From an optimization exercise on the open Yosys and OpenROAD flow, aimed at small area, a short achievable clock period and few clock cycles; shortcuts taken in it are not production practice.
Where RTL was checked, it was by simulation tests only, not by an equivalence proof against the original.
Function not checked in run 9: the RTL went through the layout flow alone.

$ cat config.mk
export PLATFORM = sky130hd
export DESIGN_NAME = RISC_SPM
export DESIGN_NICKNAME = RISC_SPM
export VERILOG_FILES = /design/flow/design.v
export SDC_FILE = /design/flow/constraint.sdc
export NUM_CORES = 4
export LEC_CHECK = 0
export ABC_AREA = 1
export CAP_MARGIN = 20
export CORE_MARGIN = 2
export CORE_UTILIZATION = 40
export CTS_BUF_LIST = sky130_fd_sc_hd__clkbuf_8
export SETUP_SLACK_MARGIN = 2.7
export SLEW_MARGIN = 20
$ cat constraint.sdc
create_clock -name core_clock -period 6.0 [get_ports {clk}]
set_input_delay 1.2000 -clock core_clock [delete_from_list [all_inputs] [get_ports {clk}]]
set_output_delay 1.2000 -clock core_clock [all_outputs]
set_load 0.01 [all_outputs]
$ cat design.v
module RISC_SPM (clk, rst, mem_addr, mem_wdata, mem_we, mem_rdata);
  input        clk, rst;
  output [7:0] mem_addr;
  output [7:0] mem_wdata;
  output       mem_we;
  input  [7:0] mem_rdata;
  localparam [3:0] S_FETCH = 4'd0, S_EXEC = 4'd1, S_RD2 = 4'd2, S_WR2 = 4'd3, S_BR2 = 4'd4,
                   S_M1 = 4'd5, S_M2 = 4'd6, S_M3 = 4'd7, S_MW = 4'd8, S_HALT = 4'd9;
  reg [7:0] R0, R1, R2, R3;    
  reg [3:0] op;                
  reg [3:0] so, sd;            
  reg       opnd;              
  reg       chk;               
  reg [7:0] AR;                
  reg [7:0] T;                 
  reg       Z, V;
  reg [1:0] pr;                
  reg       qm1;               
  reg [3:0] st;
  wire [7:0] a = ({8{so[0]}} & R0) | ({8{so[1]}} & R1) | ({8{so[2]}} & R2) | ({8{so[3]}} & R3);
  wire [7:0] b = ({8{sd[0]}} & R0) | ({8{sd[1]}} & R1) | ({8{sd[2]}} & R2) | ({8{sd[3]}} & R3);
  wire exec = (st == S_EXEC);
  wire       is_sub = (op == 4'd2);
  wire       is_and = (op == 4'd3);
  wire       is_not = (op == 4'd4);
  wire [7:0] ax     = a ^ {8{is_sub}};
  wire [7:0] ag     = b & ax;
  wire [7:0] ap     = b ^ ax;
  reg  [7:0] kg, kp, kg2, kp2;
  integer    ki, ks;
  always @* begin
    kg = ag; kp = ap;
    kg[0] = ag[0] | (ap[0] & is_sub);
    for (ks = 1; ks < 8; ks = ks * 2) begin
      kg2 = kg; kp2 = kp;
      for (ki = ks; ki < 8; ki = ki + 1) begin
        kg2[ki] = kg[ki] | (kp[ki] & kg[ki-ks]);
        kp2[ki] = kp[ki] & kp[ki-ks];
      end
      kg = kg2; kp = kp2;
    end
  end
  wire [7:0] sum    = ap ^ {kg[6:0], is_sub};
  wire [7:0] r      = is_and ? (a & b) : is_not ? ~a : sum;
  wire       alu_v  = ~is_and & ~(a[7] ^ b[7]) & (sum[7] ^ a[7]);
  wire [7:0] zc     = {b[6:0] | ax[6:0], is_sub};
  wire       zsum   = ((b ^ ax) == zc);
  wire       alu_z  = is_and ? ((a & b) == 8'd0) : is_not ? (a == 8'hFF) : zsum;
  wire       same = |(so & sd);
  wire       one  = pr[0] ^ qm1;
  wire       two  = (pr[1] & ~pr[0] & ~qm1) | (~pr[1] & pr[0] & qm1);
  wire       neg  = pr[1];
  wire [9:0] mb   = two ? {b[7], b, 1'b0} : (one ? {b[7], b[7], b} : 10'd0);
  wire [9:0] my   = mb ^ {10{neg}};
  wire [9:0] mx   = {{2{T[7]}}, T};
  wire [9:0] mg   = mx & my;
  wire [9:0] mp   = mx ^ my;
  reg  [9:0] qg, qp, qg2, qp2;
  integer    qi, qs;
  always @* begin
    qg = mg; qp = mp;
    qg[0] = mg[0] | (mp[0] & neg);
    for (qs = 1; qs < 10; qs = qs * 2) begin
      qg2 = qg; qp2 = qp;
      for (qi = qs; qi < 10; qi = qi + 1) begin
        qg2[qi] = qg[qi] | (qp[qi] & qg[qi-qs]);
        qp2[qi] = qp[qi] & qp[qi-qs];
      end
      qg = qg2; qp = qp2;
    end
  end
  wire [9:0] S    = mp ^ {qg[8:0], neg};
  reg  [1:0] pnext;
  always @* begin
    if (!same) pnext = a[3:2];
    else case (st)
      S_M1:    pnext = a[5:4];
      S_M2:    pnext = a[7:6];
      default: pnext = a[3:2];
    endcase
  end
  wire is_alu  = (op == 4'd1) | (op == 4'd2) | is_and | is_not;
  wire is_mul  = (op == 4'd10);
  wire halt    = op[3] & (op[2] | (op[1] & op[0]));
  wire mul_it  = (exec & is_mul) | (st == S_M1) | (st == S_M2) | (st == S_M3);
  assign mem_addr  = AR;
  assign mem_wdata = a;
  assign mem_we    = (st == S_WR2);
  wire fetch = (st == S_FETCH) | (st == S_MW) | (exec & ~is_mul & ~opnd & ~halt);
  wire alu_w  = exec & is_alu;
  wire z_next = alu_w ? alu_z : Z;
  wire [3:0] nop    = mem_rdata[7:4];
  wire       nmul   = (nop == 4'd10);
  wire       nbrz   = (nop == 4'd8);
  wire       nbro   = (nop == 4'd9);
  wire       vlate  = alu_w & ~is_not;
  wire       nopnd  = (nop == 4'd5) | (nop == 4'd6) | (nop == 4'd7) |
                      (nbrz & z_next) | (nbro & (V | vlate));
  wire       nchk   = nbro & vlate;
  wire       nskip  = (nbrz | nbro) & ~nopnd;
  wire       untake = chk & ~V;            
  wire [7:0] ar1    = AR + 8'd1;
  wire [7:0] ar2    = AR + 8'd2;
  wire       ar_f    = fetch & ~nskip;
  wire       ar_s    = fetch & nskip;
  wire       ar_u    = exec & opnd & untake;
  wire       ar_m    = (exec & opnd & ~untake & ~halt & ~is_mul) | (st == S_BR2);
  wire       ar_t    = (st == S_RD2) | (st == S_WR2);
  wire       ar_h    = ~fetch & ~(exec & opnd & ~halt & ~is_mul) & ~(st == S_BR2) & ~ar_t;
  wire [7:0] ar_next = ({8{ar_f | ar_u}} & ar1) | ({8{ar_s}} & ar2) | ({8{ar_m}} & mem_rdata) |
                       ({8{ar_t}} & T) | ({8{ar_h}} & AR);
  wire       sel_sum = alu_w & ~is_and & ~is_not;
  wire       sel_and = alu_w & is_and;
  wire       sel_not = alu_w & is_not;
  wire       sel_rd  = (st == S_RD2);
  wire       sel_mul = mul_it;
  wire       sel_mw  = (st == S_MW);
  wire       wen     = alu_w | sel_rd | (sel_mul & ~same) | sel_mw;
  wire [7:0] Wo      = ({8{sel_and}} & a & b) | ({8{sel_not}} & ~a) | ({8{sel_rd}} & mem_rdata) |
                       ({8{sel_mul}} & {S[1:0], a[7:2]}) | ({8{sel_mw}} & T);
  wire [7:0] W       = ({8{sel_sum}} & sum) | Wo;
  wire [3:0] wsel = {4{wen}} & (mul_it ? so : sd);
  wire [1:0] ns = mem_rdata[3:2];
  reg  [1:0] rn;
  always @* begin
    case (ns) 2'd0: rn = R0[1:0]; 2'd1: rn = R1[1:0]; 2'd2: rn = R2[1:0]; default: rn = R3[1:0]; endcase
    if (wsel[ns]) rn = W[1:0];
  end
  always @(posedge clk or negedge rst) begin
    if (!rst) begin
      AR <= 8'd0; Z <= 1'b0; V <= 1'b0; st <= S_FETCH;
    end else begin
      if (alu_w) begin
        Z <= alu_z;
        if (!is_not) V <= alu_v;
      end else if (st == S_M3) begin
        Z <= 1'b1;
        V <= pr[1] & (so[0] ? S[1] : R0[7]);
      end
      AR <= ar_next;
      case (st)
        S_FETCH: st <= S_EXEC;
        S_EXEC:
          if (halt)         st <= S_HALT;
          else if (is_mul)  st <= S_M1;
          else if (opnd & untake) st <= S_FETCH;
          else if (opnd)    st <= (op == 4'd5) ? S_RD2 : (op == 4'd6) ? S_WR2 : S_BR2;
        S_RD2:   st <= S_FETCH;
        S_WR2:   st <= S_FETCH;
        S_BR2:   st <= S_FETCH;
        S_M1:    st <= S_M2;
        S_M2:    st <= S_M3;
        S_M3:    st <= S_MW;
        S_MW:    st <= S_EXEC;
        S_HALT:  st <= S_HALT;
        default: st <= S_FETCH;
      endcase
    end
  end
  wire [7:0] Wr  = ({8{sel_sum & rst}} & sum) | (Wo & {8{rst}});
  wire [3:0] rwe = wsel | {4{~rst}};
  always @(posedge clk) begin
    if (rwe[0]) R0 <= Wr;
    if (rwe[1]) R1 <= Wr;
    if (rwe[2]) R2 <= Wr;
    if (rwe[3]) R3 <= Wr;
  end
  always @(posedge clk) begin
    if (fetch) begin
      op   <= nop;
      so   <= 4'b0001 << mem_rdata[3:2];
      sd   <= 4'b0001 << mem_rdata[1:0];
      opnd <= nopnd;
      chk  <= nchk;
      T    <= nmul ? 8'd0 : ar2;
      pr   <= rn;
      qm1  <= 1'b0;
    end else if (mul_it) begin
      T    <= S[9:2];
      pr   <= pnext;
      qm1  <= pr[1];
    end
  end
endmodule
$ cat run.sh
#!/bin/bash
# synth_recipe.tcl (not shown) runs the flow's synth.tcl, then flattens the netlist and writes it again
# the make line also repeats each setting of config.mk as NAME=value (left out here)
make -C /OpenROAD-flow-scripts/flow DESIGN_CONFIG=/design/flow/config.mk WORK_HOME=/design/flow/orfs CLKGATE_MAP_FILE= SYNTH_SCRIPT=/design/flow/synth_recipe.tcl finish
==> results of run 1 <==
-- area by class of cell --
| class | instances | area share (%) |
|---|---|---|
| Tap cell | 176 | 3.42 |
| Clock buffer | 9 | 1.92 |
| Multi-Input combinational cell | 537 | 47.2 |
| Timing Repair Buffer | 52 | 7.11 |
| Inverter | 117 | 6.83 |
| Clock inverter | 7 | 1.65 |
| Sequential cell | 71 | 31.8 |
-- cell usage after synthesis (2+ instances only) --
master	instances
nor2_2	9
a22oi_1	7
nand2_4	3
o21ai_1	7
a21boi_0	2
a221oi_1	3
a31oi_1	4
xor2_1	30
nor2_4	3
o221ai_1	2
fa_1	2
inv_1	97
a211oi_1	3
o211ai_1	8
and3_1	2
o21ai_2	2
o22ai_1	25
a22o_1	4
nand3_1	24
buf_2	7
nor2_1	76
nand4_2	2
inv_2	19
nand2_2	6
ha_1	24
dfrtp_1	14
buf_4	3
nand2_1	209
a21oi_1	20
o21ai_0	26
nor3_1	10
nand4_1	5
xnor2_1	6
edfxtp_1	56
-- cells by family (layout without fill, tap and decap cells) --
family / after synthesis / in the layout / synth area share [%]
AO/OA/AOI/OAI: 118 / 118 / 13.4
XOR/XNOR: 36 / 36 / 5.72
buffers and inverters: 128 / 185 / 9.21
adder cells (fa/ha/maj): 26 / 26 / 6.17
flip-flops: 71 / 71 / 37.2
AND/OR/NAND/NOR: 357 / 357 / 28.4
-- registers in the layout, summed over array words and instances (netlist names), 2 cells and up --
register  cells
st            4
R2            8
R3            8
T             8
AR            8
sd            4
R1            8
pr            2
so            4
R0            8
op            4
-- metrics by stage --
step                      setup WS [ps]  hold WS (ps)
after detailed placement           2570           542
after floorplan                    3030           503
after global routing               2620           572
final                              2750           557
after global placement             2720           534
after CTS                          2700           561
-- worst max-delay path, stage by stage, from the launching register on --
cell,delay [ps]
edfxtp_1,530
inv_2,120
o22ai_1,210
inv_1,80
nand2_2,160
clkdlybuf4s50_1,570
-- repair_timing --
| action | CTS | global route |
|---|---|---|
| setup endpoints to repair | 7 | 27 |
| endpoints found under the hold margin | 0 | 0 |
| setup buffers | 5 | 20 |
| gates resized for setup | 5 | 22 |
| pin swaps | 0 | 4 |
-- routing by layer --
metal | vias to the layer above | global-route usage, % | part of all wire (%)
met1 | 2420 | 33.6 | 44
met2 | 225 | 38.2 | 45
met3 | 44 | 3.76 | 7.4
met5 | - | 0 | 0
met4 | 0 | 9.84 | 2.9
li1 | 2528 | - | -
-- how the worst max path moves through the flow --
stage | from | end
2_1_floorplan | pr[1] | T[6]
3_3_place_gp | pr[1] | T[6]
3_5_place_dp | pr[1] | T[6]
4_1_cts | so[3] | mem_wdata[3]
5_1_grt | so[3] | AR[5]
6_report | so[1] | mem_wdata[2]
==> results.yml, run 1 <==
clock_network:
  htreeDepth: 3
  cts_tree: "built"
  clock_latency_ps: 380
  clock_sinks: 71
  cts_buffers: 9
  holdBufCountCts: 0
  clockRootBuffer: "clkbuf_8"
  max-clock-path-buffers: 2
  clk_pin_slew_worst_paths_ps: 70
global_route:
  grt_pass1_wl_um: 27000
  grt_overflow_total: 0
  antenna_found_initial: 0
  grt_use_total_pct: 24.3
  grt_pass1_vias: 5053
  grt_max_degree: 23
route:
  wirelength_um: 17200
  vias_per_cell: 5.38
  vias: 5217
  drt-pass1-iter-count: 5
  drc: 0
  postRouteAntennaNets: 0
  routedWlPerCell_um: 17.7
  first_iter_violations: 530
synthesis:
  synthArstFlopShare_pct: 19.7
  yosysTopAreaCellShare_pct: 30.5
  synthesis.nets: 772
  syn_area_um2: 5520
  synth_ff_type: "edfxtp_1"
  avgSynthCellArea_um2: 7.50
  synth_seq_cells: 71
  synth_edf_count: 56
  synthDistinctLibCells: 50
  synthTopCellsByArea: "edfxtp_1, nand2_1, inv_1, dfrtp_1, ha_1"
  ys_seq_area_share_pct: 37.2
  synth_cells: 736
  yosysTopAreaCell: "edfxtp_1"
  yosys_warnings: 1
final_layout:
  stdcell_count: 969
  multiInputGateArea_um2: 3040
  drive_gt1_share_pct: 13.2
  num_antenna_cells: 0
  final_cell_mix: "nand2_1, inv_1, nor2_1"
  fillCellCount: 1332
  utilization_pct: 48.3
  fin_area_um2: 6440
  final_nets: 824
  final_common_cell: "nand2_1"
  area_growth_pct: 16.8
  register_area_um2: 2050
sta:
  fin_tns_setup_ps: 0
  fin_crit_ps: 3250
  finClkSkew_ps: 9.58
  period_share_pct: 54.2
  rsz0062_at_grt: "yes"
  max_freq_mhz: 307
  max_slew_margin_pct: 55.7
  setup_viol: 0
  hold_viol_final: 0
  timing.final.max_slew_violations: 0
  worst_pin_slew_ps: 660
placement:
  place_area_um2: 5940
  place_congestion: 0.946
  placed_cells: 928
  io_buffers: 26
  dp_hpwl_um: 13300
setup_path:
  r2r-end: "AR[5]"
  arrival_ps: 2050
  cp_max_fo: 5
  endpoint_kind: "primary output"
  required_ps: 4800
  critical_path_class: "reg -> out"
  start_kind: "register"
  regToRegStartpoint: "so[3]"
  worstRegToRegCells: 21
  r2r_slack_ps: 2870
die:
  pin_count: 27
  die_w_um: 121
  die_h_um: 121
  initial_core_util_pct: 41.3
  rows: 42
  core_um2: 13300
  die_area_um2: 14700
run:
  maxCapViolCount: 0
hold_path:
  hold_depth: 2
  min_from: "qm1"
  holdPathEnd: "qm1"
  min_path_type: "reg -> reg"
outcome:
  outcome: "complete, no violations"
Testbench counts, summed over its fixed seeds: cycles 26,597.
==> inputs of run 2 (changes only) <==
--- a/config.mk
+++ b/config.mk
@@ -9,6 +9,6 @@
 export CAP_MARGIN = 20
 export CORE_MARGIN = 2
 export CORE_UTILIZATION = 40
-export CTS_BUF_LIST = sky130_fd_sc_hd__clkbuf_8
+export GPL_ROUTABILITY_DRIVEN = 0
 export SETUP_SLACK_MARGIN = 2.7
 export SLEW_MARGIN = 20
==> results.yml, run 2 <==
sta:
  period_share_pct: 53.6
  max_freq_mhz: 311
  finClkSkew_ps: 9.19
  setup_ws_ps: 2780
  fin_tns_setup_ps: 0
  hold_viol_final: 0
  rsz0062_at_grt: "yes"
  max_slew_margin_pct: 49.8
  worst_pin_slew_ps: 748
  fin_crit_ps: 3220
  setup_viol: 0
  timing.final.max_slew_violations: 0
setup_path:
  regToRegStartpoint: "pr[1]"
  start_kind: "register"
  critical_path_class: "reg -> out"
  r2r_slack_ps: 2810
  arrival_ps: 2020
  required_ps: 4800
  r2r-end: "T[6]"
  worstRegToRegCells: 15
  cp_max_fo: 4
  endpoint_kind: "primary output"
hold_path:
  hold_depth: 2
  min_from: "V"
  holdPathEnd: "V"
  min_path_type: "reg -> reg"
final_layout:
  final_common_cell: "nand2_1"
  register_area_um2: 2050
  utilization_pct: 48.7
  fillCellCount: 1341
  drive_gt1_share_pct: 12.8
  multiInputGateArea_um2: 3040
  num_antenna_cells: 0
  final_nets: 820
  final_cell_mix: "nand2_1, inv_1, nor2_1"
  area_growth_pct: 17.9
clock_network:
  clockRootBuffer: "clkbuf_16"
  cts_buffers: 9
  max-clock-path-buffers: 2
  clk_pin_slew_worst_paths_ps: 60
  clock_sinks: 71
  cts_tree: "built"
  clock_latency_ps: 350
  htreeDepth: 3
synthesis:
  yosys_warnings: 1
  synth_top_family_by_area: "simple AND/OR/NAND/NOR gates"
  synth_seq_cells: 71
  synthSimpleGateAreaFrac_pct: 28.4
  synthArstFlopShare_pct: 19.7
  synth_compound_area_share_pct: 13.4
  yosysTopAreaCell: "edfxtp_1"
  synth_fa_ha_area_share_pct: 6.17
  synthTopCellsByArea: "edfxtp_1, nand2_1, inv_1, dfrtp_1, ha_1"
  synth_cells: 736
  yosysTopAreaCellShare_pct: 30.5
  synthMuxAreaShare_pct: 0
  synth_ff_type: "edfxtp_1"
  synthXorXnorAreaFrac_pct: 5.72
  ys_seq_area_share_pct: 37.2
  synthDistinctLibCells: 50
  synthesis.nets: 772
  synth_edf_count: 56
  synth_most_common_cell: "nand2_1"
  yosys-top-cells-count: "nand2_1, inv_1, nor2_1, edfxtp_1, xor2_1"
  avgSynthCellArea_um2: 7.50
  syn_area_um2: 5520
global_route:
  met3_usage_pct: 5.03
  grt_use_met2_pct: 35.4
  grt_use_total_pct: 23.2
  grt_max_degree: 23
  use_met1_pct: 32.4
  grt_overflow_total: 0
  grt_most_used_layer: "met2"
  grt_pass1_vias: 5009
  grt_pass1_wl_um: 26100
  antenna_found_initial: 0
die:
  rows: 42
  pin_count: 27
  initial_core_util_pct: 41.3
  die_w_um: 121
  die_area_um2: 14700
  core_um2: 13300
  die_h_um: 121
route:
  wirelength_um: 16400
  vias_per_cell: 5.40
  drc: 0
  drt-pass1-iter-count: 5
  vias: 5211
  postRouteAntennaNets: 0
  first_iter_violations: 501
  routedWlPerCell_um: 17.0
run:
  maxCapViolCount: 0
placement:
  dp_slack_ps: 2610
  io_buffers: 26
  dp_hpwl_um: 12800
outcome:
  outcome: "complete, no violations"
run 2: cell counts after synthesis:
No cell type changed its count.
run 2: worst max-delay path by stage:
stage	from	depth (start not counted)	slack, ps	end
floorplan	pr[1]	16	3030	T[6]
global placement	pr[1]	15	2780	T[6]
detailed placement	pr[1]	15	2610	T[6]
CTS	pr[1]	15	2700	T[6]
global route	pr[1]	16	2570	T[6]
finish	so[1]	7	2780	mem_wdata[3]
run 2: area by class of cell:
cell class | count | share of cell area, %
Multi-Input combinational cell | 537 | 46.7
Clock inverter | 7 | 1.44
Sequential cell | 71 | 31.5
Inverter | 117 | 6.81
Timing Repair Buffer | 48 | 6.63
Tap cell | 176 | 3.38
Clock buffer | 9 | 3.46
run 2: timing repair:
item	in CTS	in global routing
setup endpoints to repair	4	26
resized for setup	4	16
gates cloned	0	0
hold buffers	0	0
hold endpoints to repair	0	0
pin swaps	0	6
setup buffers	1	20
run 2: per-stage QoR:
stage	hold WS, ps	instance area (um^2)	instances
3_5_place_dp	544	5940	928
5_1_grt	588	6510	965
3_3_place_gp	535	5940	928
6_report	568	6510	965
4_1_cts	562	6270	945
2_1_floorplan	503	5520	736
run 2: logic make-up (layout without fill, tap and decap cells):
kind of cell	count (synthesis)	after routing
DFF	71	71
buffers and inverters	128	181
xor gates and xnor gates	36	36
adders and majority gates	26	26
AOI/OAI and AO/OA	118	118
and+or+nand+nor	357	357
run 2: critical path: stages, from the launching register on:
cell and delay, ps:
edfxtp_1 490, buf_4 190, nand2_1 50, o21ai_1 70, nor2_2 170, buf_4 150, inv_2 60, clkdlybuf4s50_1 480
run 2: per-layer routing:
layer,wire [um],up-vias
li1,-,2520
met4,457,0
met1,7310,2428
met2,7380,224
met3,1240,39
met5,0,-
==> inputs of run 3 (changes only) <==
--- a/config.mk
+++ b/config.mk
@@ -9,6 +9,5 @@
 export CAP_MARGIN = 20
 export CORE_MARGIN = 2
 export CORE_UTILIZATION = 40
-export GPL_ROUTABILITY_DRIVEN = 0
-export SETUP_SLACK_MARGIN = 2.7
+export SETUP_SLACK_MARGIN = 2.6
 export SLEW_MARGIN = 20
==> results.yml, run 3 <==
outcome:
  outcome: "complete, no violations"
final_layout:
  final_cell_mix: "nand2_1, inv_1, nor2_1"
  stdcell_count: 959
  final_common_cell: "nand2_1"
  drive_gt1_share_pct: 11.1
  final_nets: 814
  fillCellCount: 1331
  num_antenna_cells: 0
  area_growth_pct: 16.3
setup_path:
  endpoint_kind: "primary output"
  regToRegStartpoint: "sd[0]"
  cpMostUsedCell: "inv_1"
  critical_path_class: "reg -> out"
  startpoint: "so[1]"
  arrival_ps: 2160
  crit_family: "buffers and inverters"
  crit_buf_inv: 3
  required_ps: 4800
  slowest_stage: "clkdlybuf4s50_1"
  start_kind: "register"
  critPathMaxStageDelay_ps: 560
  cp_max_fo: 6
  cp_cell_sequence: "inv_1, o22ai_1, inv_1, nand2_2, clkdlybuf4s50_1"
synthesis:
  yosysTopAreaCell: "edfxtp_1"
  synth_edf_count: 56
  yosysTopAreaCellShare_pct: 30.5
  yosys_warnings: 1
  yosys-top-cells-count: "nand2_1, inv_1, nor2_1, edfxtp_1, xor2_1"
  synth_ff_type: "edfxtp_1"
  synthArstFlopShare_pct: 19.7
  syn_area_um2: 5520
  ys_seq_area_share_pct: 37.2
  synthDistinctLibCells: 50
  synth_seq_cells: 71
  synth_cells: 736
  avgSynthCellArea_um2: 7.50
  synth_most_common_cell: "nand2_1"
  synthTopCellsByArea: "edfxtp_1, nand2_1, inv_1, dfrtp_1, ha_1"
  synthesis.nets: 772
run:
  maxCapViolCount: 0
sta:
  worst_pin_slew_ps: 689
  hold_viol_final: 0
  max_freq_mhz: 297
  finClkSkew_ps: 8.31
  max_slew_margin_pct: 53.8
  fin_crit_ps: 3360
  rsz0062_at_grt: "yes"
  setup_ws_ps: 2640
  timing.final.max_slew_violations: 0
  hold_slack_ps: 553
  period_share_pct: 56.0
  setup_viol: 0
  fin_tns_setup_ps: 0
clock_network:
  clock_sinks: 71
  cts_buffers: 9
  htreeDepth: 3
  cts_tree: "built"
  clock_latency_ps: 360
  holdBufCountCts: 0
  clk_pin_slew_worst_paths_ps: 60
  clockRootBuffer: "clkbuf_16"
  max-clock-path-buffers: 2
global_route:
  grt_max_degree: 23
  grt_pass1_vias: 5083
  grt_use_total_pct: 24.5
  antenna_found_initial: 0
  grt_pass1_wl_um: 27100
  grt_overflow_total: 0
route:
  vias_per_cell: 5.40
  first_iter_violations: 535
  routedWlPerCell_um: 17.8
  wirelength_um: 17100
  drc: 0
  vias: 5179
  drt-pass1-iter-count: 6
  postRouteAntennaNets: 0
placement:
  place_congestion: 0.946
  dp_hpwl_um: 13300
  dp_slack_ps: 2570
  io_buffers: 26
  placed_cells: 928
die:
  die_area_um2: 14700
  pin_count: 27
  die_h_um: 121
  core_um2: 13300
  die_w_um: 121
  rows: 42
  initial_core_util_pct: 41.3
hold_path:
  min_path_type: "reg -> reg"
  min_from: "Z"
==> run 3: logic make-up (layout without fill, tap and decap cells) <==
kind of cell / Yosys count / in the layout / synth area share [%]
fa+ha+maj: 26 / 26 / 6.17
compound gates: 118 / 118 / 13.4
flops: 71 / 71 / 37.2
buf+inv: 128 / 175 / 9.21
xor+xnor: 36 / 36 / 5.72
simple gates: 357 / 357 / 28.4
==> run 3: path summary, 6_finish.rpt <==
| path | endpoint | slack [ps] | cells past startpoint |
|---|---|---|---|
| max in group asynchronous | AR[4] | 4540 | 2 |
| setup / recovery | mem_wdata[2] | 2640 | 5 |
| hold / removal | Z | 550 | 3 |
| min in group asynchronous | st[0] | 1210 | 2 |
| hold reg to reg | Z | 550 | 3 |
| setup reg to reg | T[6] | 2820 | 16 |
==> run 3: final cells by class <==
| type | count | area (um^2) | share of cell area (%) |
|---|---|---|---|
| Clock inverter | 4 | 95.1 | 1.48 |
| Inverter | 117 | 443 | 6.90 |
| Multi-Input combinational cell | 537 | 2990 | 46.6 |
| Clock buffer | 12 | 236 | 3.69 |
| Timing Repair Buffer | 42 | 380 | 5.93 |
| Sequential cell | 71 | 2050 | 32.0 |
| Tap cell | 176 | 220 | 3.43 |
==> run 3: metal layers <==
| metal | up-vias | part of all wire, % | global-route usage [%] |
|---|---|---|---|
| met5 | - | 0 | 0 |
| met4 | 0 | 3.0 | 10.1 |
| met3 | 39 | 6.9 | 4.51 |
| met2 | 200 | 45 | 37.9 |
| met1 | 2427 | 45 | 33.8 |
| li1 | 2513 | - | - |
==> run 3: per-stage QoR <==
step / util [%] / cell area, um^2
global route: 48.1 / 6410
floorplan: - / 5520
finish: 48.1 / 6410
global placement: 44.5 / 5940
detailed placement: 44.5 / 5940
CTS: 47.0 / 6270
==> run 3: worst register-to-register path: cells and delay by family, from the launching register on <==
kind	cells	cell delay, ps
XOR/XNOR	1	190
adder cells (fa/ha/maj)	1	420
AO/OA/AOI/OAI	6	830
AND/OR/NAND/NOR	7	760
buffers and inverters	1	180
flip-flops	1	540
==> run 3: timing repair <==
action / in CTS / in global routing
resized for setup: 2 / 11
buffers inserted: 0 / 15
endpoints found under the setup margin: 2 / 19
endpoints found under the hold margin: 0 / 0
==> inputs of run 4 (changes only) <==
--- a/config.mk
+++ b/config.mk
@@ -9,5 +9,5 @@
 export CAP_MARGIN = 20
 export CORE_MARGIN = 2
 export CORE_UTILIZATION = 40
-export SETUP_SLACK_MARGIN = 2.6
+export SETUP_SLACK_MARGIN = 2.8
 export SLEW_MARGIN = 20
==> results.yml, run 4 <==
die:
  die_area_um2: 14700
  die_h_um: 121
  initial_core_util_pct: 41.3
  rows: 42
  core_um2: 13300
  die_w_um: 121
  pin_count: 27
synthesis:
  syn_area_um2: 5520
  synthesis.nets: 772
  yosysTopAreaCellShare_pct: 30.5
  synth_seq_cells: 71
  synth_ff_type: "edfxtp_1"
  yosys-top-cells-count: "nand2_1, inv_1, nor2_1, edfxtp_1, xor2_1"
  yosysTopAreaCell: "edfxtp_1"
  avgSynthCellArea_um2: 7.50
  synth_edf_count: 56
  synth_most_common_cell: "nand2_1"
  synthTopCellsByArea: "edfxtp_1, nand2_1, inv_1, dfrtp_1, ha_1"
  ys_seq_area_share_pct: 37.2
  synth_cells: 736
  yosys_warnings: 1
  synthDistinctLibCells: 50
  synthArstFlopShare_pct: 19.7
placement:
  io_buffers: 26
  place_congestion: 0.946
  dp_hpwl_um: 13300
setup_path:
  critPathMaxStageDelay_ps: 540
  r2r-end: "R0[6]"
  start_kind: "register"
  worstRegToRegCells: 13
  regToRegStartpoint: "so[2]"
  cpMostUsedCell: "inv_2"
  endpoint_kind: "primary output"
  cp_max_fo: 5
  r2r_slack_ps: 2970
  required_ps: 4800
  critical_path_class: "reg -> out"
  arrival_ps: 2000
  cp_cell_sequence: "inv_2, o21ai_1, nor2_4, inv_2, clkdlybuf4s50_1"
  slowest_stage: "clkdlybuf4s50_1"
clock_network:
  clockRootBuffer: "clkbuf_16"
  clk_pin_slew_worst_paths_ps: 60
  clock_latency_ps: 360
  max-clock-path-buffers: 2
  clock_sinks: 71
  htreeDepth: 3
  holdBufCountCts: 0
  cts_buffers: 9
  cts_tree: "built"
global_route:
  grt_pass1_wl_um: 27500
  grt_pass1_vias: 5141
  grt_max_degree: 23
  grt_overflow_total: 0
  antenna_found_initial: 0
  grt_use_total_pct: 24.9
final_layout:
  utilization_pct: 49.7
  register_area_um2: 2050
  final_cell_mix: "nand2_1, inv_1, nor2_1"
  fillCellCount: 1303
  area_growth_pct: 20.3
  final_nets: 827
  num_antenna_cells: 0
  multiInputGateArea_um2: 3090
  drive_gt1_share_pct: 15.1
  final_common_cell: "nand2_1"
sta:
  worst_pin_slew_ps: 684
  rsz0062_at_grt: "yes"
  fin_crit_ps: 3200
  max_freq_mhz: 313
  period_share_pct: 53.3
  hold_viol_final: 0
  fin_tns_setup_ps: 0
  setup_viol: 0
  finClkSkew_ps: 6.79
  max_slew_margin_pct: 54.1
  timing.final.max_slew_violations: 0
  hold_slack_ps: 551
run:
  maxCapViolCount: 0
route:
  postRouteAntennaNets: 0
  drc: 0
  first_iter_violations: 558
  drt-pass1-iter-count: 7
  vias_per_cell: 5.39
  wirelength_um: 17600
  vias: 5237
  routedWlPerCell_um: 18.1
outcome:
  outcome: "complete, no violations"
hold_path:
  hold_depth: 3
  min_path_type: "reg -> reg"
  min_from: "Z"
  holdPathEnd: "Z"
==> run 4: cell count changes in the layout (fill, tap and decap cells not counted), moves of 4 or more <==
cell / previous run / this run
clkdlybuf4s50_1: 26 / 21
dlymetal6s2s_1: 0 / 5
buf_4: 16 / 26
inv_1: 97 / 93
==> run 4: worst max path at each step <==
stage	from	end	slack, ps	cells after the start
after detailed placement	pr[1]	T[6]	2570	15
after global placement	pr[1]	T[6]	2720	15
after floorplan	pr[1]	T[6]	3030	16
final	so[1]	mem_wdata[4]	2800	5
after global routing	sd[1]	T[7]	2710	16
after CTS	so[0]	mem_wdata[3]	2760	5
==> run 4: cell type report <==
class,instances,area share [%]
Clock buffer,12,3.56
Clock inverter,4,1.43
Inverter,117,6.68
Multi-Input combinational cell,537,46.6
Sequential cell,71,30.9
Tap cell,176,3.32
Timing Repair Buffer,55,7.47
==> run 4: metrics by stage <==
step / setup WS, ps / std cells / area (um^2)
5_1_grt: 2710 / 972 / 6630
3_5_place_dp: 2570 / 928 / 5940
6_report: 2800 / 972 / 6630
3_3_place_gp: 2720 / 928 / 5940
2_1_floorplan: 3030 / 736 / 5520
4_1_cts: 2760 / 962 / 6420
==> run 4: cell families after synthesis <==
family,share of synthesized area (%)
adder cells (fa/ha/maj),6.17
AO/OA/AOI/OAI,13.4
buffers and inverters,9.21
XOR/XNOR,5.72
flip-flops,37.2
AND/OR/NAND/NOR,28.4
==> run 4: routing by layer <==
metal,share of wire [%],wire [um],vias to the layer above,global-route usage [%]
met5,0,0,-,0
met4,2.4,430,0,8.55
met3,8.3,1460,33,5.69
met2,45,7990,227,38.4
met1,44,7700,2438,34.3
li1,-,-,2539,-
==> run 4: critical path, delay by kind of cell, from the launching register on <==
kind / cells / cell delay [ps]
flip-flops: 1 / 520
AND/OR/NAND/NOR: 1 / 100
buffers and inverters: 3 / 770
AO/OA/AOI/OAI: 1 / 240
==> run 4: repair_timing <==
item	in CTS	in global routing
setup buffers	18	10
pin swaps	0	10
setup endpoints to repair	19	28
gates resized for setup	9	40
==> inputs of run 5 (changes only) <==
--- a/config.mk
+++ b/config.mk
@@ -9,5 +9,5 @@
 export CAP_MARGIN = 20
 export CORE_MARGIN = 2
 export CORE_UTILIZATION = 40
-export SETUP_SLACK_MARGIN = 2.8
+export SETUP_SLACK_MARGIN = 2.7
 export SLEW_MARGIN = 20
==> results.yml, run 5 <==
outcome:
  outcome: "complete, no violations"
synthesis:
  yosysTopAreaCellShare_pct: 30.5
  yosys_warnings: 1
  synth_cells: 736
  yosysTopAreaCell: "edfxtp_1"
  yosys-top-cells-count: "nand2_1, inv_1, nor2_1, edfxtp_1, xor2_1"
  synth_edf_count: 56
  synthTopCellsByArea: "edfxtp_1, nand2_1, inv_1, dfrtp_1, ha_1"
  synthesis.nets: 772
  ys_seq_area_share_pct: 37.2
  avgSynthCellArea_um2: 7.50
  syn_area_um2: 5520
  synth_ff_type: "edfxtp_1"
  synthDistinctLibCells: 50
  synthArstFlopShare_pct: 19.7
  synth_seq_cells: 71
  synth_most_common_cell: "nand2_1"
die:
  die_h_um: 121
  pin_count: 27
  core_um2: 13300
  die_w_um: 121
  rows: 42
  initial_core_util_pct: 41.3
  die_area_um2: 14700
setup_path:
  critical_path_class: "reg -> out"
  start_kind: "register"
  crit_family: "buffers and inverters"
  arrival_ps: 1990
  endpoint_kind: "primary output"
  cp_cell_sequence: "inv_1, o21ai_2, nor2_4, inv_2, clkdlybuf4s50_1"
  cp_max_fo: 8
  crit_buf_inv: 3
  critPathMaxStageDelay_ps: 580
  required_ps: 4800
  slowest_stage: "edfxtp_1"
final_layout:
  fillCellCount: 1324
  drive_gt1_share_pct: 12.5
  stdcell_count: 965
  multiInputGateArea_um2: 3040
  final_nets: 820
  final_common_cell: "nand2_1"
  register_area_um2: 2050
  num_antenna_cells: 0
  utilization_pct: 48.8
  area_growth_pct: 18.0
  final_cell_mix: "nand2_1, inv_1, nor2_1"
sta:
  hold_viol_final: 0
  max_slew_margin_pct: 54.0
  max_freq_mhz: 314
  finClkSkew_ps: 8.80
  worst_pin_slew_ps: 685
  fin_tns_setup_ps: 0
  timing.final.max_slew_violations: 0
  hold_slack_ps: 553
  rsz0062_at_grt: "no"
  period_share_pct: 53.1
  fin_crit_ps: 3190
  setup_viol: 0
route:
  vias: 5203
  vias_per_cell: 5.39
  drt-pass1-iter-count: 5
  drc: 0
  routedWlPerCell_um: 17.7
  first_iter_violations: 561
  postRouteAntennaNets: 0
  wirelength_um: 17100
clock_network:
  max-clock-path-buffers: 2
  cts_tree: "built"
  clock_latency_ps: 350
  holdBufCountCts: 0
  cts_buffers: 9
  clk_pin_slew_worst_paths_ps: 50
  clock_sinks: 71
  clockRootBuffer: "clkbuf_16"
  htreeDepth: 3
placement:
  placed_cells: 928
  io_buffers: 26
  dp_hpwl_um: 13300
  place_congestion: 0.946
global_route:
  grt_pass1_wl_um: 27200
  grt_max_degree: 23
  grt_overflow_total: 0
  grt_pass1_vias: 5089
  antenna_found_initial: 0
  grt_use_total_pct: 24.6
hold_path:
  min_path_type: "reg -> reg"
run:
  maxCapViolCount: 0
==> run 5: changes by cell type in the layout (fill, tap and decap cells not counted), sizes merged <==
cell	delta
buf	-7
clkdlybuf4s50	+5
dlymetal6s2s	-5
==> run 5: routing by layer <==
metal  global-route usage, %  up-vias  routed length [um]
met5                       0        -                   0
met4                    9.99        0                 445
met3                    4.51       31                1210
met2                    38.0      219                7810
met1                    33.8     2418                7650
li1                        -     2535                   -
==> run 5: through the flow <==
step	setup WS (ps)	cell area, um^2
after floorplan	3030	5520
after global placement	2720	5940
after detailed placement	2570	5940
after CTS	2710	6290
after global routing	2680	6510
final	2810	6510
==> run 5: final timing paths <==
kind | from | end | slack (ps) | cells past startpoint
worst max-delay path | so[2] | mem_wdata[4] | 2810 | 5
worst min-delay path | Z | Z | 550 | 3
worst max register to register | sd[0] | T[6] | 2950 | 16
worst min register to register | Z | Z | 550 | 3
max in group asynchronous | rst | AR[6] | 4540 | 2
min in group asynchronous | rst | st[0] | 1210 | 2
==> run 5: timing repair <==
action	CTS	global route
buffers inserted	2	19
resized for setup	5	22
endpoints found under the setup margin	5	22
pin swaps	0	3
==> run 5: layout make-up <==
type	count	share of cell area (%)
multi-input cells	537	46.7
flip-flops and latches	71	31.5
inverters	117	6.76
repair buffers	48	6.53
clock buffers	12	3.63
well taps	176	3.38
clock inverters	4	1.46
==> run 5: kinds of logic (layout without fill, tap and decap cells) <==
| group | Yosys count | in the layout | share of synthesized area, % |
|---|---|---|---|
| AOI/OAI and AO/OA | 118 | 118 | 13.4 |
| xor gates and xnor gates | 36 | 36 | 5.72 |
| adders and majority gates | 26 | 26 | 6.17 |
| buffers and inverters | 128 | 181 | 9.21 |
| DFF | 71 | 71 | 37.2 |
| and+or+nand+nor | 357 | 357 | 28.4 |
==> run 5: worst min-delay path, stage by stage, from the launching register on <==
cell	delay, ps
dfrtp_1	320
inv_1	40
nand2_1	70
o21a_1	100
==> inputs of run 6 (changes only) <==
--- a/config.mk
+++ b/config.mk
@@ -8,6 +8,6 @@
 export ABC_AREA = 1
 export CAP_MARGIN = 20
 export CORE_MARGIN = 2
-export CORE_UTILIZATION = 40
+export CORE_UTILIZATION = 48
 export SETUP_SLACK_MARGIN = 2.7
 export SLEW_MARGIN = 20
==> results.yml, run 6 <==
outcome:
  outcome: "complete, no violations"
global_route:
  grt_most_used_layer: "met2"
  grt_use_met2_pct: 42.1
  grt_pass1_wl_um: 26500
  grt_overflow_total: 0
  grt_max_degree: 23
  met3_usage_pct: 3.94
  grt_pass1_vias: 4898
  antenna_found_initial: 0
  use_met1_pct: 41.1
  grt_use_total_pct: 27.8
clock_network:
  htreeDepth: 3
  cts_buffers: 9
  max-clock-path-buffers: 2
  clockRootBuffer: "clkbuf_16"
  cts_tree: "built"
  clock_latency_ps: 350
  clock_sinks: 71
  clk_pin_slew_worst_paths_ps: 60
final_layout:
  register_area_um2: 2050
  final_cell_mix: "nand2_1, inv_1, nor2_1"
  fin_area_um2: 6430
  area_growth_pct: 16.6
  num_antenna_cells: 0
  multiInputGateArea_um2: 3020
  drive_gt1_share_pct: 13.1
  fillCellCount: 1122
  stdcell_count: 936
  final_common_cell: "nand2_1"
  final_nets: 824
route:
  vias: 5254
  routedWlPerCell_um: 18.2
  drt-pass1-iter-count: 9
  first_iter_violations: 460
  drc: 0
  vias_per_cell: 5.61
  wirelength_um: 17100
  postRouteAntennaNets: 0
synthesis:
  synthTopCellsByArea: "edfxtp_1, nand2_1, inv_1, dfrtp_1, ha_1"
  synthDistinctLibCells: 50
  syn_area_um2: 5520
  yosys-top-cells-count: "nand2_1, inv_1, nor2_1, edfxtp_1, xor2_1"
  yosysTopAreaCellShare_pct: 30.5
  ys_seq_area_share_pct: 37.2
  synth_edf_count: 56
  synth_most_common_cell: "nand2_1"
  yosys_warnings: 1
  synth_seq_cells: 71
  synthArstFlopShare_pct: 19.7
  synthesis.nets: 772
  synth_cells: 736
  yosysTopAreaCell: "edfxtp_1"
  synth_ff_type: "edfxtp_1"
  avgSynthCellArea_um2: 7.50
placement:
  dp_hpwl_um: 13100
  place_area_um2: 5890
  place_congestion: 0.956
  io_buffers: 26
  placed_cells: 895
hold_path:
  min_from: "V"
  min_path_type: "reg -> reg"
die:
  die_area_um2: 12400
  initial_core_util_pct: 48.7
  core_um2: 11300
  pin_count: 27
  rows: 39
  die_h_um: 111
  die_w_um: 111
sta:
  hold_slack_ps: 562
  max_slew_margin_pct: 47.0
  period_share_pct: 55.2
  worst_pin_slew_ps: 789
  hold_viol_final: 0
  timing.final.max_slew_violations: 0
  fin_crit_ps: 3310
  rsz0062_at_grt: "yes"
  finClkSkew_ps: 6.43
  setup_viol: 0
  fin_tns_setup_ps: 0
  max_freq_mhz: 302
run:
  maxCapViolCount: 0
setup_path:
  critical_path_class: "reg -> out"
  endpoint_kind: "primary output"
  startpoint: "so[2]"
  regToRegStartpoint: "sd[0]"
  arrival_ps: 2110
  cp_max_fo: 8
  required_ps: 4800
  start_kind: "register"
==> run 6: changes by cell type in the layout (fill, tap and decap cells not counted), moves of 2 or more <==
cell and change:
clkinvlp_4 +2, clkinv_2 -2, bufinv_16 -3, clkinv_4 +3, buf_4 +3, clkbuf_1 -3, o21ai_0 +4, o21ai_1 -3
xor2_2 +2, xor2_1 -2, nand2_2 -2, inv_6 +2, nand2_1 +2
==> run 6: final timing paths <==
path | slack, ps | endpoint | cells past startpoint
worst min register to register | 560 | V | 2
worst min-delay path | 560 | V | 2
min in group asynchronous | 1210 | st[1] | 2
max in group asynchronous | 4540 | AR[5] | 2
worst max-delay path | 2690 | mem_wdata[7] | 6
worst max register to register | 2920 | T[5] | 17
==> run 6: final cells by class <==
type	instances	share of cell area, %
Clock buffer	9	3.50
Clock inverter	7	0.856
Timing Repair Buffer	52	7.04
Inverter	117	6.89
Tap cell	143	2.78
Sequential cell	71	31.9
Multi-Input combinational cell	537	47.0
==> run 6: metal layers <==
layer	share of wire (%)	up-vias
li1	-	2525
met1	47	2498
met2	44	200
met3	7.2	31
met4	2.1	0
met5	0	-
==> run 6: kinds of logic after synthesis <==
group / count (synthesis) / share of synthesized area [%]
adders and majority gates: 26 / 6.17
DFF: 71 / 37.2
xor gates and xnor gates: 36 / 5.72
AOI/OAI and AO/OA: 118 / 13.4
and+or+nand+nor: 357 / 28.4
buffers and inverters: 128 / 9.21
==> run 6: worst max-delay path, stage by stage (launching register included) <==
cell	delay, ps
edfxtp_1	620
buf_4	190
nand2_1	40
nand2_1	90
inv_1	50
nand2_1	190
clkdlybuf4s50_1	580
==> run 6: timing repair <==
| action | 4_1_cts | 5_1_grt |
|---|---|---|
| resized for setup | 4 | 17 |
| endpoints found under the setup margin | 6 | 27 |
| hold buffers | 0 | 0 |
| endpoints found under the hold margin | 0 | 0 |
| setup buffers | 2 | 23 |
| pin swaps | 0 | 4 |
==> run 6: metrics by stage <==
stage	utilization [%]	setup slack, ps
finish	56.8	2690
global route	56.8	2650
CTS	54.8	2710
detailed placement	52.1	2680
global placement	52.1	2760
floorplan	-	3030
==> inputs of run 7 (changes only) <==
--- a/config.mk
+++ b/config.mk
@@ -8,6 +8,6 @@
 export ABC_AREA = 1
 export CAP_MARGIN = 20
 export CORE_MARGIN = 2
-export CORE_UTILIZATION = 48
+export CORE_UTILIZATION = 62
 export SETUP_SLACK_MARGIN = 2.7
 export SLEW_MARGIN = 20
==> results.yml, run 7 <==
die:
  initial_core_util_pct: 63.6
  pin_count: 27
  core_um2: 8680
  rows: 34
  die_area_um2: 9670
  die_w_um: 98.3
  die_h_um: 98.3
global_route:
  grt_pass1_vias: 5141
  antenna_found_initial: 0
  grt_pass1_wl_um: 26800
  grt_use_total_pct: 35.7
  grt_max_degree: 23
  grt_overflow_total: 0
synthesis:
  syn_area_um2: 5520
  synth_ff_type: "edfxtp_1"
  yosysTopAreaCellShare_pct: 30.5
  ys_seq_area_share_pct: 37.2
  synth_most_common_cell: "nand2_1"
  avgSynthCellArea_um2: 7.50
  yosys_warnings: 1
  synth_cells: 736
  synthTopCellsByArea: "edfxtp_1, nand2_1, inv_1, dfrtp_1, ha_1"
  synth_edf_count: 56
  synthDistinctLibCells: 50
  synth_seq_cells: 71
  synthArstFlopShare_pct: 19.7
  synthesis.nets: 772
  yosys-top-cells-count: "nand2_1, inv_1, nor2_1, edfxtp_1, xor2_1"
  yosysTopAreaCell: "edfxtp_1"
sta:
  rsz0062_at_grt: "yes"
  hold_viol_final: 0
  hold_slack_ps: 571
  max_slew_margin_pct: 50.2
  worst_pin_slew_ps: 741
  fin_tns_setup_ps: 0
  finClkSkew_ps: 8.82
  period_share_pct: 54.4
  max_freq_mhz: 306
  timing.final.max_slew_violations: 0
  setup_viol: 0
  fin_crit_ps: 3260
route:
  drc: 0
  drt-pass1-iter-count: 6
  first_iter_violations: 584
  vias: 5473
  routedWlPerCell_um: 19.2
  wirelength_um: 17200
  postRouteAntennaNets: 0
  vias_per_cell: 6.12
setup_path:
  critical_path_class: "reg -> out"
  required_ps: 4800
  arrival_ps: 2060
  cp_max_fo: 5
  endpoint_kind: "primary output"
  start_kind: "register"
outcome:
  outcome: "complete, no violations"
final_layout:
  utilization_pct: 72.7
  fillCellCount: 677
  area_growth_pct: 14.3
  final_cell_mix: "nand2_1, inv_1, nor2_1"
  final_nets: 818
  final_common_cell: "nand2_1"
  drive_gt1_share_pct: 13.9
  num_antenna_cells: 0
clock_network:
  cts_tree: "built"
  clk_pin_slew_worst_paths_ps: 80
  max-clock-path-buffers: 2
  holdBufCountCts: 0
  clockRootBuffer: "clkbuf_8"
  htreeDepth: 3
  clock_sinks: 71
  cts_buffers: 9
  clock_latency_ps: 360
hold_path:
  min_path_type: "reg -> reg"
placement:
  place_congestion: 1.09
  dp_hpwl_um: 12900
  io_buffers: 26
run:
  maxCapViolCount: 0
==> run 7: layout make-up <==
class	instances	area, um^2	area share [%]
clock buffer	10	128	2.02
clock inverter	6	68.8	1.09
inverter	117	443	7.02
multi-input combinational	537	3070	48.7
sequential	71	2050	32.5
tap	108	135	2.14
timing repair buffer	46	410	6.51
==> run 7: cell families (layout without fill, tap and decap cells) <==
logic type               count (synthesis)  in the layout  share of synthesized area (%)
buffers and inverters                  128            179                           9.21
adder cells (fa/ha/maj)                 26             26                           6.17
flip-flops                              71             71                           37.2
AND/OR/NAND/NOR                        357            357                           28.4
AO/OA/AOI/OAI                          118            118                           13.4
XOR/XNOR                                36             36                           5.72
==> run 7: what timing repair did <==
| action | 4_1_cts | 5_1_grt |
|---|---|---|
| buffers inserted | 0 | 19 |
| pin swaps | 0 | 5 |
| resized for setup | 3 | 30 |
| endpoints found under the setup margin | 3 | 21 |
| endpoints found under the hold margin | 0 | 0 |
==> run 7: routing by layer <==
layer  up-vias  global-route usage, %  share of wire [%]  wire [um]
met5         -                      0                  0          0
met4         0                   11.8                3.0        515
met3        59                   7.44                 12       2110
met2       388                   54.1                 45       7710
met1      2520                   51.4                 40       6820
li1       2506                      -                  -          -
==> run 7: critical path, stage by stage, from the launching register on <==
cell             delay [ps]
edfxtp_1                530
buf_4                   200
nand2_1                  50
o21ai_1                  70
nor2_2                  240
inv_2                   130
clkdlybuf4s50_1         490
==> run 7: through the flow <==
stage	cell area (um^2)	setup WS (ps)	std cells
finish	6310	2740	895
global route	6310	2620	895
CTS	6060	2650	876
detailed placement	5850	2600	860
global placement	5850	2730	860
floorplan	5520	3030	736
==> run 7: worst paths after layout <==
kind | start | slack [ps] | cells past startpoint | endpoint
worst max-delay path | so[1] | 2740 | 6 | mem_wdata[3]
worst min-delay path | V | 570 | 2 | V
worst max register to register | so[1] | 2790 | 21 | AR[2]
worst min register to register | V | 570 | 2 | V
max in group asynchronous | rst | 4540 | 2 | AR[0]
min in group asynchronous | rst | 1210 | 2 | st[1]
==> inputs of run 8 (changes only) <==
--- a/config.mk
+++ b/config.mk
@@ -8,6 +8,6 @@
 export ABC_AREA = 1
 export CAP_MARGIN = 20
 export CORE_MARGIN = 2
-export CORE_UTILIZATION = 62
+export CORE_UTILIZATION = 55
 export SETUP_SLACK_MARGIN = 2.7
 export SLEW_MARGIN = 20
==> results.yml, run 8 <==
final_layout:
  num_antenna_cells: 0
  area_growth_pct: 13.6
  final_nets: 816
  final_common_cell: "nand2_1"
  fillCellCount: 913
  final_cell_mix: "nand2_1, inv_1, nor2_1"
  drive_gt1_share_pct: 11.7
  stdcell_count: 918
  fin_area_um2: 6260
clock_network:
  max-clock-path-buffers: 2
  clock_sinks: 71
  clk_pin_slew_worst_paths_ps: 80
  clock_latency_ps: 370
  cts_buffers: 9
  clockRootBuffer: "clkbuf_8"
  htreeDepth: 3
  cts_tree: "built"
setup_path:
  slowest_stage: "edfxtp_1"
  r2r_slack_ps: 2830
  start_kind: "register"
  required_ps: 4800
  crit_buf_inv: 2
  cp_max_fo: 8
  critPathMaxStageDelay_ps: 580
  endpoint_kind: "primary output"
  crit_family: "buffers and inverters"
  cp_cell_sequence: "buf_4, nand2_1, nand4_2, clkdlybuf4s50_1"
  arrival_ps: 2070
  critical_path_class: "reg -> out"
die:
  die_h_um: 104
  die_w_um: 104
  initial_core_util_pct: 56.4
  die_area_um2: 10800
  pin_count: 27
  core_um2: 9770
  rows: 36
placement:
  place_congestion: 0.964
  dp_hpwl_um: 12600
  placed_cells: 885
  place_area_um2: 5880
  io_buffers: 26
route:
  wirelength_um: 16400
  vias_per_cell: 5.72
  postRouteAntennaNets: 0
  vias: 5247
  routedWlPerCell_um: 17.8
  first_iter_violations: 524
  drt-pass1-iter-count: 6
  drc: 0
synthesis:
  synthMuxAreaShare_pct: 0
  yosys_warnings: 1
  synth_seq_cells: 71
  synthTopCellsByArea: "edfxtp_1, nand2_1, inv_1, dfrtp_1, ha_1"
  synth_top_family_by_area: "simple AND/OR/NAND/NOR gates"
  synthSimpleGateAreaFrac_pct: 28.4
  synth_most_common_cell: "nand2_1"
  avgSynthCellArea_um2: 7.50
  synth_ff_type: "edfxtp_1"
  synthArstFlopShare_pct: 19.7
  synth_compound_area_share_pct: 13.4
  synthXorXnorAreaFrac_pct: 5.72
  ys_seq_area_share_pct: 37.2
  synth_edf_count: 56
  syn_area_um2: 5520
  synthesis.nets: 772
  yosys-top-cells-count: "nand2_1, inv_1, nor2_1, edfxtp_1, xor2_1"
  synth_fa_ha_area_share_pct: 6.17
  yosysTopAreaCell: "edfxtp_1"
  synth_cells: 736
  synthDistinctLibCells: 50
  yosysTopAreaCellShare_pct: 30.5
sta:
  worst_pin_slew_ps: 713
  setup_viol: 0
  timing.final.max_slew_violations: 0
  max_freq_mhz: 306
  hold_viol_final: 0
  max_slew_margin_pct: 52.2
  fin_crit_ps: 3270
  rsz0062_at_grt: "yes"
  finClkSkew_ps: 8.77
  period_share_pct: 54.6
  hold_slack_ps: 561
  fin_tns_setup_ps: 0
global_route:
  grt_pass1_vias: 4948
  antenna_found_initial: 0
  grt_pass1_wl_um: 25900
  grt_overflow_total: 0
  grt_use_total_pct: 30.7
  grt_max_degree: 23
run:
  maxCapViolCount: 0
hold_path:
  min_path_type: "reg -> reg"
outcome:
  outcome: "complete, no violations"
## run 8: cell counts after synthesis
No cell type changed its count.
## run 8: metal layers
layer	share of wire, %	global-route usage, %	up-vias
met5	0	0	-
met4	2.2	11.9	0
met2	44	47.3	244
li1	-	-	2511
met1	44	45.0	2459
met3	9.0	2.63	33
## run 8: timing repair
item | CTS | global route
gates resized for setup | 5 | 12
pin swaps | 0 | 2
setup endpoints to repair | 4 | 22
buffers inserted | 0 | 17
hold buffers | 0 | 0
## run 8: final timing paths
path	cells after the start	end	startpoint
min reg2reg	3	Z	Z
max in group asynchronous	2	AR[4]	rst
min in group asynchronous	2	st[2]	rst
max reg2reg	16	T[6]	sd[2]
max	4	mem_wdata[0]	so[2]
min	3	Z	Z
## run 8: worst reg2reg max path, stage by stage (launching register included)
cell and delay, ps:
edfxtp_1 550, nand2_1 110, nand4_1 270, inv_1 200
o22ai_1 120, xor2_1 200, fa_1 440, nor2_1 140
o21ai_0 90, nand2_1 100, nand2_1 80, nand2_1 60
nand2_1 70, a21boi_2 150, o21ai_0 120, a21oi_1 150
o22ai_1 90
## run 8: final cells by class
class | count | area, um^2 | share of cell area, %
multi-input cells | 537 | 3000 | 47.9
flip-flops and latches | 71 | 2050 | 32.8
clock inverters | 6 | 85.1 | 1.36
repair buffers | 44 | 395 | 6.31
well taps | 133 | 166 | 2.66
clock buffers | 10 | 128 | 2.04
inverters | 117 | 440 | 7.03
## run 8: cells by family (layout without fill, tap and decap cells)
group,count (synthesis),in the layout
and+or+nand+nor,357,357
buffers and inverters,128,177
AOI/OAI and AO/OA,118,118
DFF,71,71
xor gates and xnor gates,36,36
adders and majority gates,26,26
## run 8: per-stage QoR
step	setup WS (ps)	util, %
after detailed placement	2570	60.2
after global routing	2680	64.1
final	2730	64.1
after floorplan	3030	-
after global placement	2750	60.2
after CTS	2690	62.5
==> inputs of run 9 (changes only) <==
--- a/design.v
+++ b/design.v
@@ -14,8 +14,7 @@
   reg [7:0] AR;                
   reg [7:0] T;                 
   reg       Z, V;
-  reg [1:0] pr;                
-  reg       qm1;               
+  reg       bone, btwo, bneg;  
   reg [3:0] st;
   wire [7:0] a = ({8{so[0]}} & R0) | ({8{so[1]}} & R1) | ({8{so[2]}} & R2) | ({8{so[3]}} & R3);
   wire [7:0] b = ({8{sd[0]}} & R0) | ({8{sd[1]}} & R1) | ({8{sd[2]}} & R2) | ({8{sd[3]}} & R3);
@@ -41,15 +40,14 @@
     end
   end
   wire [7:0] sum    = ap ^ {kg[6:0], is_sub};
-  wire [7:0] r      = is_and ? (a & b) : is_not ? ~a : sum;
   wire       alu_v  = ~is_and & ~(a[7] ^ b[7]) & (sum[7] ^ a[7]);
   wire [7:0] zc     = {b[6:0] | ax[6:0], is_sub};
   wire       zsum   = ((b ^ ax) == zc);
   wire       alu_z  = is_and ? ((a & b) == 8'd0) : is_not ? (a == 8'hFF) : zsum;
   wire       same = |(so & sd);
-  wire       one  = pr[0] ^ qm1;
-  wire       two  = (pr[1] & ~pr[0] & ~qm1) | (~pr[1] & pr[0] & qm1);
-  wire       neg  = pr[1];
+  wire       one  = bone;
+  wire       two  = btwo;
+  wire       neg  = bneg;
   wire [9:0] mb   = two ? {b[7], b, 1'b0} : (one ? {b[7], b[7], b} : 10'd0);
   wire [9:0] my   = mb ^ {10{neg}};
   wire [9:0] mx   = {{2{T[7]}}, T};
@@ -135,7 +133,7 @@
         if (!is_not) V <= alu_v;
       end else if (st == S_M3) begin
         Z <= 1'b1;
-        V <= pr[1] & (so[0] ? S[1] : R0[7]);
+        V <= bneg & (so[0] ? S[1] : R0[7]);
       end
       AR <= ar_next;
       case (st)
@@ -173,12 +171,14 @@
       opnd <= nopnd;
       chk  <= nchk;
       T    <= nmul ? 8'd0 : ar2;
-      pr   <= rn;
-      qm1  <= 1'b0;
+      bone <= rn[0];
+      btwo <= rn[1] & ~rn[0];
+      bneg <= rn[1];
     end else if (mul_it) begin
       T    <= S[9:2];
-      pr   <= pnext;
-      qm1  <= pr[1];
+      bone <= pnext[0] ^ bneg;
+      btwo <= (pnext[1] & ~pnext[0] & ~bneg) | (~pnext[1] & pnext[0] & bneg);
+      bneg <= pnext[1];
     end
   end
 endmodule
--- a/config.mk
+++ b/config.mk
@@ -8,6 +8,6 @@
 export ABC_AREA = 1
 export CAP_MARGIN = 20
 export CORE_MARGIN = 2
-export CORE_UTILIZATION = 55
+export CORE_UTILIZATION = 40
 export SETUP_SLACK_MARGIN = 2.7
 export SLEW_MARGIN = 20
==> results.yml, run 9 <==
sta:
  period_share_pct: 53.3
  finClkSkew_ps: 6.16
  fin_tns_setup_ps: 0
  max_freq_mhz: 313
  fin_crit_ps: 3200
  rsz0062_at_grt: "yes"
  max_slew_margin_pct: 58.5
  timing.final.max_slew_violations: 0
  hold_viol_final: 0
  worst_pin_slew_ps: 618
  setup_viol: 0
route:
  vias: 5251
  postRouteAntennaNets: 0
  wirelength_um: 17700
  vias_per_cell: 5.41
  first_iter_violations: 545
  routedWlPerCell_um: 18.3
  drc: 0
  drt-pass1-iter-count: 7
global_route:
  grt_pass1_vias: 4983
  grt_use_total_pct: 24.3
  grt_overflow_total: 0
  grt_max_degree: 24
  grt_pass1_wl_um: 27400
  antenna_found_initial: 0
run:
  maxCapViolCount: 0
synthesis:
  ys_seq_area_share_pct: 36.4
  synthesis.nets: 781
  synth_cells: 745
  synth_edf_count: 57
  yosys-top-cells-count: "nand2_1, inv_1, nor2_1, edfxtp_1, xor2_1"
  avgSynthCellArea_um2: 7.60
  yosys_warnings: 1
  synth_seq_cells: 71
  synthArstFlopShare_pct: 19.7
  yosysTopAreaCell: "edfxtp_1"
  synth_most_common_cell: "nand2_1"
  yosysTopAreaCellShare_pct: 30.2
  synthTopCellsByArea: "edfxtp_1, nand2_1, dfrtp_1, inv_1, nor2_1"
  syn_area_um2: 5660
  synthDistinctLibCells: 56
  synth_ff_type: "edfxtp_1"
setup_path:
  arrival_ps: 2000
  critical_path_class: "reg -> out"
  cp_max_fo: 9
  endpoint_kind: "primary output"
  start_kind: "register"
  r2r_slack_ps: 2850
  required_ps: 4800
die:
  pin_count: 27
  die_area_um2: 15100
  initial_core_util_pct: 40.9
  rows: 43
  core_um2: 13800
  die_w_um: 123
  die_h_um: 123
placement:
  io_buffers: 26
  dp_hpwl_um: 13800
  place_congestion: 1.01
  placed_cells: 941
final_layout:
  final_common_cell: "nand2_1"
  num_antenna_cells: 0
  stdcell_count: 971
  area_growth_pct: 15.6
  final_nets: 823
  final_cell_mix: "nand2_1, nor2_1, inv_1"
  fillCellCount: 1370
  drive_gt1_share_pct: 12.1
clock_network:
  cts_tree: "built"
  holdBufCountCts: 0
  clk_pin_slew_worst_paths_ps: 60
  cts_buffers: 9
  clockRootBuffer: "clkbuf_16"
  max-clock-path-buffers: 2
  htreeDepth: 3
  clock_sinks: 71
  clock_latency_ps: 350
hold_path:
  min_path_type: "reg -> reg"
outcome:
  outcome: "complete, no violations"
[run 9: cell types whose count changed after synthesis, moves of 4 or more]
cell / change
nor2_2: -4
xor2_1: +5
nor3_1: -6
inv_1: -12
nand4_1: +9
nand2_1: +14
nand3_2: +6
inv_2: -11
nor2_1: +8
o22ai_1: -5
nand2_2: +5
[run 9: per-stage QoR]
| step | worst slack [ps] | utilization (%) | cell area (um^2) | hold slack [ps] |
|---|---|---|---|---|
| finish | 2800 | 47.3 | 6540 | 545 |
| global placement | 2690 | 44.1 | 6100 | 525 |
| global route | 2630 | 47.3 | 6540 | 564 |
| CTS | 2700 | 46.5 | 6420 | 550 |
| floorplan | 3190 | - | 5660 | 508 |
| detailed placement | 2670 | 44.1 | 6100 | 537 |
[run 9: area by class of cell]
type                            instances  area, um^2  area share [%]
Sequential cell                        71        2060            31.5
Inverter                               96         365            5.58
Clock buffer                            9         225            3.44
Multi-Input combinational cell        567        3200            48.9
Timing Repair Buffer                   42         378            5.77
Tap cell                              180         225            3.44
Clock inverter                          6        86.3            1.32
[run 9: layer usage]
| layer | GRT usage [%] | part of all wire (%) | wire [um] |
|---|---|---|---|
| met3 | 4.70 | 6.9 | 1220 |
| met1 | 34.2 | 46 | 8100 |
| met4 | 9.27 | 3.1 | 557 |
| met5 | 0 | 0 | 0 |
| met2 | 36.8 | 44 | 7870 |
[run 9: timing repair]
| action | in CTS | in global routing |
|---|---|---|
| setup buffers | 2 | 13 |
| gates cloned | 0 | 0 |
| pin swaps | 0 | 2 |
| resized for setup | 0 | 11 |
| endpoints found under the setup margin | 2 | 15 |
[run 9: worst paths after layout]
path | from | end | depth (start not counted)
worst max-delay path | so[2] | mem_wdata[2] | 5
worst min-delay path | Z | Z | 1
worst max register to register | sd[3] | T[6] | 18
worst min register to register | Z | Z | 1
max in group asynchronous | rst | AR[1] | 2
min in group asynchronous | rst | st[1] | 2
[run 9: cell families (layout without fill, tap and decap cells)]
| logic type | Yosys count | count (layout) | share of synthesized area (%) |
|---|---|---|---|
| AO/OA/AOI/OAI | 111 | 111 | 12.6 |
| XOR/XNOR | 38 | 38 | 5.88 |
| adder cells (fa/ha/maj) | 26 | 26 | 6.01 |
| buffers and inverters | 107 | 153 | 7.41 |
| flip-flops | 71 | 71 | 36.4 |
| AND/OR/NAND/NOR | 392 | 392 | 31.7 |
[run 9: critical path, cell delays in order, from the launching register on]
cell,delay (ps)
edfxtp_1,500
inv_1,110
o21ai_0,220
nor2_2,100
inv_1,160
clkdlybuf4s50_1,560

-- what the ideal ports hide --
How much do the figures lean on ideal ports? The routed layouts below were timed once more, with nothing changed but the port constraints. Step 1 (the two cells are an assumption about what drives the block):
set clk [get_ports {clk}]
set_driving_cell -lib_cell sky130_fd_sc_hd__clkbuf_16 $clk
set_driving_cell -lib_cell sky130_fd_sc_hd__buf_2 [delete_from_list [all_inputs] $clk]
Step 2 times the ports against the registers' clock, not the clock port: input delays grow and output delays shrink by t, the midpoint of the rising clock arrivals with the driver on. Slacks: ideal ports / drivers / drivers and shift; pairs: ideal ports / drivers.
| run | t, ns | setup slack, ns | worst register clock-pin slew, ns | worst slew at a driven data input, ns | cell pins on the clock port's net |
|---|---|---|---|---|---|
| run 1 | 0.411 | 2.746 / 2.711 / 2.795 | 0.08 / 0.08 | 0.03 | 1 |
| run 2 | 0.388 | 2.783 / 2.742 / 2.702 | 0.06 / 0.06 | 0.03 | 1 |
| run 3 | 0.393 | 2.638 / 2.596 / 2.785 | 0.06 / 0.06 | 0.03 | 1 |
| run 4 | 0.396 | 2.802 / 2.759 / 2.784 | 0.06 / 0.06 | 0.03 | 1 |
| run 5 | 0.392 | 2.812 / 2.770 / 2.779 | 0.06 / 0.06 | 0.03 | 1 |
| run 6 | 0.383 | 2.691 / 2.652 / 2.806 | 0.06 / 0.06 | 0.03 | 1 |
| run 7 | 0.385 | 2.737 / 2.702 / 2.652 | 0.09 / 0.09 | 0.04 | 1 |
| run 8 | 0.402 | 2.727 / 2.691 / 2.666 | 0.08 / 0.08 | 0.03 | 1 |
| run 9 | 0.388 | 2.801 / 2.757 / 2.810 | 0.06 / 0.06 | 0.03 | 1 |
After both steps every run listed still meets setup and hold. For run 7, which loses most, drivers alone change the setup slack by -0.035 ns; drivers and shift together by -0.085 ns.
